Context: an optimization exercise on an open-source flow, tuned for small area. The choices shown serve that exercise and are no tape-out recipe. RTL that was checked went through simulation tests only; none was proved equivalent to the original. The flow treats the clock pin as an ideal source, which a real chip does not have. Power and IR drop assume default switching activity.

Setup of exp/quartz:
// ekf_est
module ekf_est (
    clk,
    n_rst,
    start,
    init,
    mode,
    i_b,
    v_t,
    ready,
    ekf_vrc,
    ekf_soc,
    ekf_done
);
Size in the first run: ~1900 cells after synthesis, ~370 flip-flops, roughly 84 I/O pins, ~17000 um2 of cells after synthesis.
clock: 20.0 ns
lec_check: 0
abc_area: 1
cap_margin: 20
core_margin: 2
core_utilization: 60
cts_buf_list: sky130_fd_sc_hd__clkbuf_2 sky130_fd_sc_hd__clkbuf_4 sky130_fd_sc_hd__clkbuf_8
gpl_timing_driven: 0
place_density: 0.7
slew_margin: 20
standard.sh (not shown) runs the stock make flow with config.mk's settings and CLKGATE_MAP_FILE= SYNTH_SCRIPT=/design/flow/synth_recipe.tcl, a recipe that flattens the netlist after the stock synthesis.
==> flow/flow/run.sh <==
#!/bin/bash
# The standard layout, with three changes: the port buffers are the smallest
# buffer cell, clock tree synthesis adds no dummy loads and uses larger clusters,
# and after placement sizing the resizer recovers area on paths with slack.
set -euo pipefail
export BUFFER_PORTS_ARGS="-buffer_cell sky130_fd_sc_hd__buf_1"
export CTS_ARGS="-sink_clustering_enable -repair_clock_nets -dont_use_dummy_load -sink_clustering_size 15 -sink_clustering_max_diameter 80 -buf_list {sky130_fd_sc_hd__clkbuf_8}"
export POST_RESIZE_TCL="$PWD/flow/recover.tcl"
bash standard.sh > standard_flow.log 2>&1
==> flow/flow/recover.tcl <==
# After placement sizing: with the large setup slack, let the resizer shrink
# cells on paths that have slack to spare (area recovery).
estimate_parasitics -placement
repair_timing -recover_power 100 -verbose
Edits applied to the flow inputs when going from exp/quartz to exp/amber:
- removing GPL_TIMING_DRIVEN (formerly 0)
==> flow/flow/run.sh <==
#!/bin/bash
# The standard layout, with two changes: the port buffers are the smallest
# buffer cell, and clock tree synthesis adds no dummy loads and uses larger clusters.
set -euo pipefail
export BUFFER_PORTS_ARGS="-buffer_cell sky130_fd_sc_hd__buf_1"
export CTS_ARGS="-sink_clustering_enable -repair_clock_nets -dont_use_dummy_load -sink_clustering_size 15 -sink_clustering_max_diameter 80 -buf_list {sky130_fd_sc_hd__clkbuf_8}"
bash standard.sh > standard_flow.log 2>&1
removed: flow/flow/recover.tcl
### Flow results
Having completed the whole flow, exp/amber delivered a layout that passed the timing, DRC and antenna checks.
exp/quartz has a higher global-route usage than exp/amber.
From exp/quartz to exp/amber the numbers moved as follows: synthesis-to-layout area growth decreased by 0.28 points relative to the old numbers; measured slew at the worst slew-check pin lost 0.15 ns; number of global-route vias before repair shows a reduction of 75.
Proportion of power drawn by the clock network | exp/amber below exp/quartz
Number of buffer and inverter stages on the critical path sits lower in exp/amber than in exp/quartz.
Changes in exp/sierra relative to exp/amber:
==> flow/flow/run.sh <==
#!/bin/bash
# The standard layout, with two changes: the port buffers are the smallest
# buffer cell, and clock tree synthesis adds no dummy loads and uses larger clusters.
set -euo pipefail
export BUFFER_PORTS_ARGS="-buffer_cell sky130_fd_sc_hd__buf_1"
export CTS_ARGS="-sink_clustering_enable -repair_clock_nets -dont_use_dummy_load -sink_clustering_size 30 -sink_clustering_max_diameter 150 -buf_list {sky130_fd_sc_hd__clkbuf_4 sky130_fd_sc_hd__clkbuf_8 sky130_fd_sc_hd__clkbuf_16}"
bash standard.sh > standard_flow.log 2>&1
Worst hold margin was higher in exp/sierra than in exp/amber.
The portion of the layout cell area used by clock cells of exp/amber and that of exp/sierra are within noise of each other.
Share of cells above drive strength 1, exp/sierra and exp/amber: larger value in exp/amber
Edits applied to the flow inputs when going from exp/sierra to exp/fjord:
==> flow/flow/run.sh <==
#!/bin/bash
# The standard layout, with two changes: the port buffers are the smallest
# buffer cell, and clock tree synthesis adds no dummy loads.
set -euo pipefail
export BUFFER_PORTS_ARGS="-buffer_cell sky130_fd_sc_hd__buf_1"
export CTS_ARGS="-sink_clustering_enable -repair_clock_nets -dont_use_dummy_load -buf_list {sky130_fd_sc_hd__clkbuf_2 sky130_fd_sc_hd__clkbuf_4 sky130_fd_sc_hd__clkbuf_8}"
bash standard.sh > standard_flow.log 2>&1
exp/fjord finished end to end and its layout was clean on timing, DRC and antenna. exp/fjord -> exp/sierra: tap cell count delta 0, exact match. Final cell area: exp/fjord above exp/sierra. Changes observed in exp/fjord relative to exp/sierra: cell internal power dissipation went up; global-route usage went up; sequential share of layout area went down; fmax did not really move. Compared with exp/sierra, in exp/fjord register-to-register path setup slack roughly the same; final-layout clock buffer total higher. Of exp/fjord and exp/sierra, the run reporting the lower clock network area share was exp/sierra. As far as post-cts gate resize count goes, exp/fjord and exp/sierra are indistinguishable; the numbers are identical.
Inputs modified between exp/fjord and exp/violet:
==> flow/flow/run.sh <==
#!/bin/bash
# The standard layout, with two changes: the port buffers are the smallest
# buffer cell, and clock tree synthesis adds no dummy loads and uses larger clusters.
set -euo pipefail
export BUFFER_PORTS_ARGS="-buffer_cell sky130_fd_sc_hd__buf_1"
export CTS_ARGS="-sink_clustering_enable -repair_clock_nets -dont_use_dummy_load -sink_clustering_size 10 -sink_clustering_max_diameter 60 -buf_list {sky130_fd_sc_hd__clkbuf_4}"
bash standard.sh > standard_flow.log 2>&1
Findings:
Comparing the two runs side by side, exp/violet comes out ahead of exp/fjord on power. Peak supply drop shrinks by a little under 10% when moving from exp/fjord to exp/violet. On sequential power, exp/violet tracks exp/fjord almost exactly. Comparing exp/fjord and exp/violet, the lower routed wire length is on exp/violet. exp/violet: setup skew after layout is 0.049 ns higher than what exp/fjord reported. Sequential share of layout area for exp/violet: 1.2 points up relative to exp/fjord. Number of fill cells ends up lower on exp/fjord.
Input-level comparison between exp/garnet and exp/violet:
==> flow/flow/run.sh <==
#!/bin/bash
# The standard layout, with three changes: the port buffers are the smallest
# buffer cell, clock tree synthesis adds no dummy loads and uses larger clusters,
# and after placement sizing the resizer recovers area on paths with slack.
set -euo pipefail
export BUFFER_PORTS_ARGS="-buffer_cell sky130_fd_sc_hd__buf_1"
export CTS_ARGS="-sink_clustering_enable -repair_clock_nets -dont_use_dummy_load -sink_clustering_size 15 -sink_clustering_max_diameter 80 -buf_list {sky130_fd_sc_hd__clkbuf_8}"
export POST_RESIZE_TCL="$PWD/flow/recover.tcl"
export POST_CTS_TCL="$PWD/flow/recover_cts.tcl"
bash standard.sh > standard_flow.log 2>&1
==> flow/flow/recover.tcl (new file) <==
# After placement sizing: with the large setup slack, let the resizer shrink
# cells on paths that have slack to spare (area recovery).
estimate_parasitics -placement
repair_timing -recover_power 100 -verbose
==> flow/flow/recover_cts.tcl (new file) <==
# After clock tree synthesis: recover area again on paths with slack.
estimate_parasitics -placement
repair_timing -recover_power 100 -verbose
Notes after the runs:
- When the final numbers for exp/violet and exp/garnet were put side by side, the relative contribution of combinational cells to total power turned out to be smaller in exp/garnet.
- Of exp/garnet and exp/violet, it is exp/garnet that has the lower via count of the first global-routing pass.
- exp/garnet: non-clock buffer total of the final layout higher than exp/violet
- [compare] base=exp/violet new=exp/garnet: number of gates on the worst path with buffers counted went up 3; net switching power of the design went down 0.0098 mW.
- Between exp/violet and exp/garnet, minimum period implied by the final worst setup slack is lower for exp/violet, exp/garnet comes in above that.
- In exp/garnet relative to exp/violet, DRC marker count from the first detailed-route iteration had gone up by more than a quarter.

ekf_est, a different RTL version from the one above (not shown whole).
Size: about 1800 cells after synthesis, ~84 I/O pins, ~17000 um2 of cells after synthesis.
export LEC_CHECK = 0
export ABC_AREA = 1
export CAP_MARGIN = 20
export CORE_MARGIN = 2
export CORE_UTILIZATION = 60
export CTS_BUF_LIST = sky130_fd_sc_hd__clkbuf_2 sky130_fd_sc_hd__clkbuf_4 sky130_fd_sc_hd__clkbuf_8
export PLACE_DENSITY = 0.7
export SLEW_MARGIN = 20
create_clock -name core_clock -period 20.0 [get_ports {clk}]
run.sh (not shown) runs the stock make flow with config.mk's settings and CLKGATE_MAP_FILE= SYNTH_SCRIPT=/design/flow/synth_recipe.tcl, a recipe that flattens the netlist after the stock synthesis.
Stock flow here: none of the scripts above is used.
==> next run, changes <==
==> flow/flow/run.sh (new file) <==
#!/bin/bash
set -euo pipefail
export CTS_ARGS="-sink_clustering_enable -repair_clock_nets -dont_use_dummy_load -buf_list {sky130_fd_sc_hd__clkbuf_2 sky130_fd_sc_hd__clkbuf_4 sky130_fd_sc_hd__clkbuf_8}"
bash standard.sh > standard_flow.log 2>&1
==> flow/standard.sh (new file) <==
#!/bin/bash
# synth_recipe.tcl (not shown) runs the flow's synth.tcl, then flattens the netlist and writes it again
# the make line also repeats each setting of config.mk as NAME=value (left out here)
make -C /OpenROAD-flow-scripts/flow DESIGN_CONFIG=/design/flow/config.mk WORK_HOME=/design/flow/orfs CLKGATE_MAP_FILE= SYNTH_SCRIPT=/design/flow/synth_recipe.tcl "${@:-finish}"
removed: flow/run.sh
Result: Final area falls by 2.3%; die area does not change; register-to-register slack improves by 0.04 ns; via count is about the same; critical path depth stays the same.
Function was not checked in any run of this note: the RTL went through the layout flow alone.

RTL: one of the versions met above, not the one the previous note started from.
Size: about 1,900 cells after synthesis, roughly 370 flip-flops, ~84 I/O pins.
## ekf_est
module ekf_est (
    clk,
    n_rst,
    start,
    init,
    mode,
    i_b,
    v_t,
    ready,
    ekf_vrc,
    ekf_soc,
    ekf_done
);
Settings: LEC_CHECK=0, ABC_AREA=1, CAP_MARGIN=20, CORE_MARGIN=2, CORE_UTILIZATION=60, CTS_BUF_LIST=sky130_fd_sc_hd__clkbuf_2 sky130_fd_sc_hd__clkbuf_4 sky130_fd_sc_hd__clkbuf_8, PLACE_DENSITY=0.7, SLEW_MARGIN=20; clock period 20.0 ns.
standard.sh (not shown) runs the stock make flow with config.mk's settings and CLKGATE_MAP_FILE= SYNTH_SCRIPT=/design/flow/synth_recipe.tcl, a recipe that flattens the netlist after the stock synthesis.
==> flow/flow/run.sh <==
#!/bin/bash
# The standard layout, with three changes: the port buffers are the smallest
# buffer cell, clock tree synthesis adds no dummy loads and uses larger clusters,
# and after placement sizing the resizer recovers area on paths with slack.
set -euo pipefail
export BUFFER_PORTS_ARGS="-buffer_cell sky130_fd_sc_hd__buf_1"
export CTS_ARGS="-sink_clustering_enable -repair_clock_nets -dont_use_dummy_load -sink_clustering_size 15 -sink_clustering_max_diameter 80 -buf_list {sky130_fd_sc_hd__clkbuf_8}"
export POST_RESIZE_TCL="$PWD/flow/recover.tcl"
bash standard.sh > standard_flow.log 2>&1
==> flow/flow/recover.tcl <==
# After placement sizing: with the large setup slack, let the resizer shrink
# cells on paths that have slack to spare (area recovery).
estimate_parasitics -placement
repair_timing -recover_power 100 -verbose
Rerun with:
==> flow/flow/run.sh (replaced) <==
#!/bin/bash
# The standard layout, with two changes: the port buffers are the smallest
# buffer cell, and clock tree synthesis adds no dummy loads and uses larger clusters.
set -euo pipefail
export BUFFER_PORTS_ARGS="-buffer_cell sky130_fd_sc_hd__buf_1"
export CTS_ARGS="-sink_clustering_enable -repair_clock_nets -dont_use_dummy_load -sink_clustering_size 15 -sink_clustering_max_diameter 80 -buf_list {sky130_fd_sc_hd__clkbuf_8}"
bash standard.sh > standard_flow.log 2>&1
--- a/flow/config.mk
+++ b/flow/config.mk
@@ -8,3 +8,3 @@
 export ABC_AREA = 1
-export CAP_MARGIN = 20
+export CAP_MARGIN = 0
 export CORE_MARGIN = 2
@@ -13,2 +13,2 @@
 export PLACE_DENSITY = 0.7
-export SLEW_MARGIN = 20
+export SLEW_MARGIN = 0
removed: flow/flow/recover.tcl
The changed run completed without violations.
Worst hold slack improves by 0.0035 ns.
Setup slack improved by 1.1 ns.
Global-route usage is lower by 0.19 points.
Rerun with:
==> flow/flow/run.sh (replaced) <==
#!/bin/bash
# The standard layout, with two changes: the port buffers are the smallest
# buffer cell, and clock tree synthesis adds no dummy loads and uses larger clusters.
set -euo pipefail
export BUFFER_PORTS_ARGS="-buffer_cell sky130_fd_sc_hd__buf_1"
export CTS_ARGS="-sink_clustering_enable -repair_clock_nets -dont_use_dummy_load -sink_clustering_size 20 -sink_clustering_max_diameter 100 -buf_list {sky130_fd_sc_hd__clkbuf_8 sky130_fd_sc_hd__clkbuf_16}"
bash standard.sh > standard_flow.log 2>&1
--- a/flow/config.mk
+++ b/flow/config.mk
@@ -8,3 +8,3 @@
 export ABC_AREA = 1
-export CAP_MARGIN = 0
+export CAP_MARGIN = 20
 export CORE_MARGIN = 2
@@ -13,2 +13,2 @@
 export PLACE_DENSITY = 0.7
-export SLEW_MARGIN = 0
+export SLEW_MARGIN = 20
=> The changed run passed the timing, DRC and antenna checks; worst setup slack improved by 0.018 ns; register-to-register slack gets better by 0.02 ns; via count barely changes; first-iteration DRC count goes up by 11%; cell count hardly moves; non-clock buffer count does not change; count of clock-buffer cells in the layout goes down by 6; area after synthesis is unchanged; cell area went up by about 0.9%; power is higher by about 5%; clock power goes up by 23%.
Rerun with:
==> flow/run.sh (new file) <==
#!/bin/bash
# synth_recipe.tcl (not shown) runs the flow's synth.tcl, then flattens the netlist and writes it again
# the make line also repeats each setting of config.mk as NAME=value (left out here)
make -C /OpenROAD-flow-scripts/flow DESIGN_CONFIG=/design/flow/config.mk WORK_HOME=/design/flow/orfs CLKGATE_MAP_FILE= SYNTH_SCRIPT=/design/flow/synth_recipe.tcl finish
removed: flow/flow/run.sh
removed: flow/standard.sh
Worst setup slack got worse by 0.52 ns.
Total power is higher by 21%.
Hold slack improved by 0.0059 ns.
Die area is unchanged.
Rerun with:
==> flow/flow/run.sh (new file) <==
#!/bin/bash
# The standard layout, with two changes: the port buffers are the smallest
# buffer cell, and clock tree synthesis adds no dummy loads and uses larger clusters.
set -euo pipefail
export BUFFER_PORTS_ARGS="-buffer_cell sky130_fd_sc_hd__buf_1"
export CTS_ARGS="-sink_clustering_enable -repair_clock_nets -dont_use_dummy_load -sink_clustering_size 15 -sink_clustering_max_diameter 80 -buf_list {sky130_fd_sc_hd__clkbuf_8}"
bash standard.sh > standard_flow.log 2>&1
==> flow/standard.sh (new file) <==
#!/bin/bash
# synth_recipe.tcl (not shown) runs the flow's synth.tcl, then flattens the netlist and writes it again
# the make line also repeats each setting of config.mk as NAME=value (left out here)
make -C /OpenROAD-flow-scripts/flow DESIGN_CONFIG=/design/flow/config.mk WORK_HOME=/design/flow/orfs CLKGATE_MAP_FILE= SYNTH_SCRIPT=/design/flow/synth_recipe.tcl "${@:-finish}"
--- a/flow/config.mk
+++ b/flow/config.mk
@@ -10,5 +10,5 @@
 export CORE_MARGIN = 2
-export CORE_UTILIZATION = 60
+export CORE_UTILIZATION = 75
 export CTS_BUF_LIST = sky130_fd_sc_hd__clkbuf_2 sky130_fd_sc_hd__clkbuf_4 sky130_fd_sc_hd__clkbuf_8
-export PLACE_DENSITY = 0.7
+export PLACE_DENSITY = 0.85
 export SLEW_MARGIN = 20
removed: flow/run.sh
What happened: Hold slack is about the same; sequential share of layout area grows by 3.8 points; clock-buffer cell count falls by 53; die area came out lower by 20%; synthesized area stays the same; worst setup slack is worse by 0.12 ns; routed wire length came out higher by 9.1%; utilization goes up by 10 points; design area falls by 8.0%; register-to-register slack got worse by 0.12 ns.

[afterwards: timing with drivers on the ports]
How much do the figures lean on ideal ports? The routed layouts below were timed once more, with nothing changed but the port constraints.
Step 1: set_driving_cell puts a clkbuf_16 on clk and a buf_2 on each other input, an assumption about the parent block.
Step 2 also shifts input and output timing later by t, the mid clock arrival at the registers, as if the neighbouring blocks saw the same clock.
a / b / c = ideal / step 1 / step 2; a / b = the first two.
run	shift t [ns]	setup WS [ns]	hold slack, ns	worst register clock-pin slew, ns
exp/quartz	0.643	5.151 / 5.151 / 5.151	0.327 / 0.327 / 0.327	0.11 / 0.11
exp/amber	0.625	6.767 / 6.767 / 6.767	0.285 / 0.285 / 0.285	0.11 / 0.11
exp/sierra	0.543	6.808 / 6.808 / 6.808	0.314 / 0.314 / 0.314	0.12 / 0.12
exp/fjord	0.627	6.802 / 6.802 / 6.802	0.319 / 0.319 / 0.319	0.06 / 0.06
exp/violet	0.745	6.733 / 6.733 / 6.733	0.296 / 0.296 / 0.296	0.12 / 0.12
exp/garnet	0.640	5.518 / 5.518 / 5.518	0.284 / 0.284 / 0.284	0.11 / 0.11
the first run of note 2	0.631	7.220 / 7.220 / 7.220	0.411 / 0.411 / 0.411	0.07 / 0.07
the second run of note 2	0.599	7.260 / 7.260 / 7.260	0.395 / 0.395 / 0.395	0.06 / 0.06
the first run of note 3	0.633	5.656 / 5.656 / 5.656	0.282 / 0.282 / 0.282	0.11 / 0.11
the second run of note 3	0.625	6.767 / 6.767 / 6.767	0.285 / 0.285 / 0.285	0.11 / 0.11
the third run of note 3	0.571	6.784 / 6.784 / 6.784	0.313 / 0.313 / 0.313	0.09 / 0.09
the fourth run of note 3	0.641	6.260 / 6.260 / 6.260	0.318 / 0.318 / 0.318	0.07 / 0.07
the fifth run of note 3	0.639	6.138 / 6.138 / 6.138	0.320 / 0.320 / 0.320	0.11 / 0.11
After both steps every run listed still meets setup and hold.
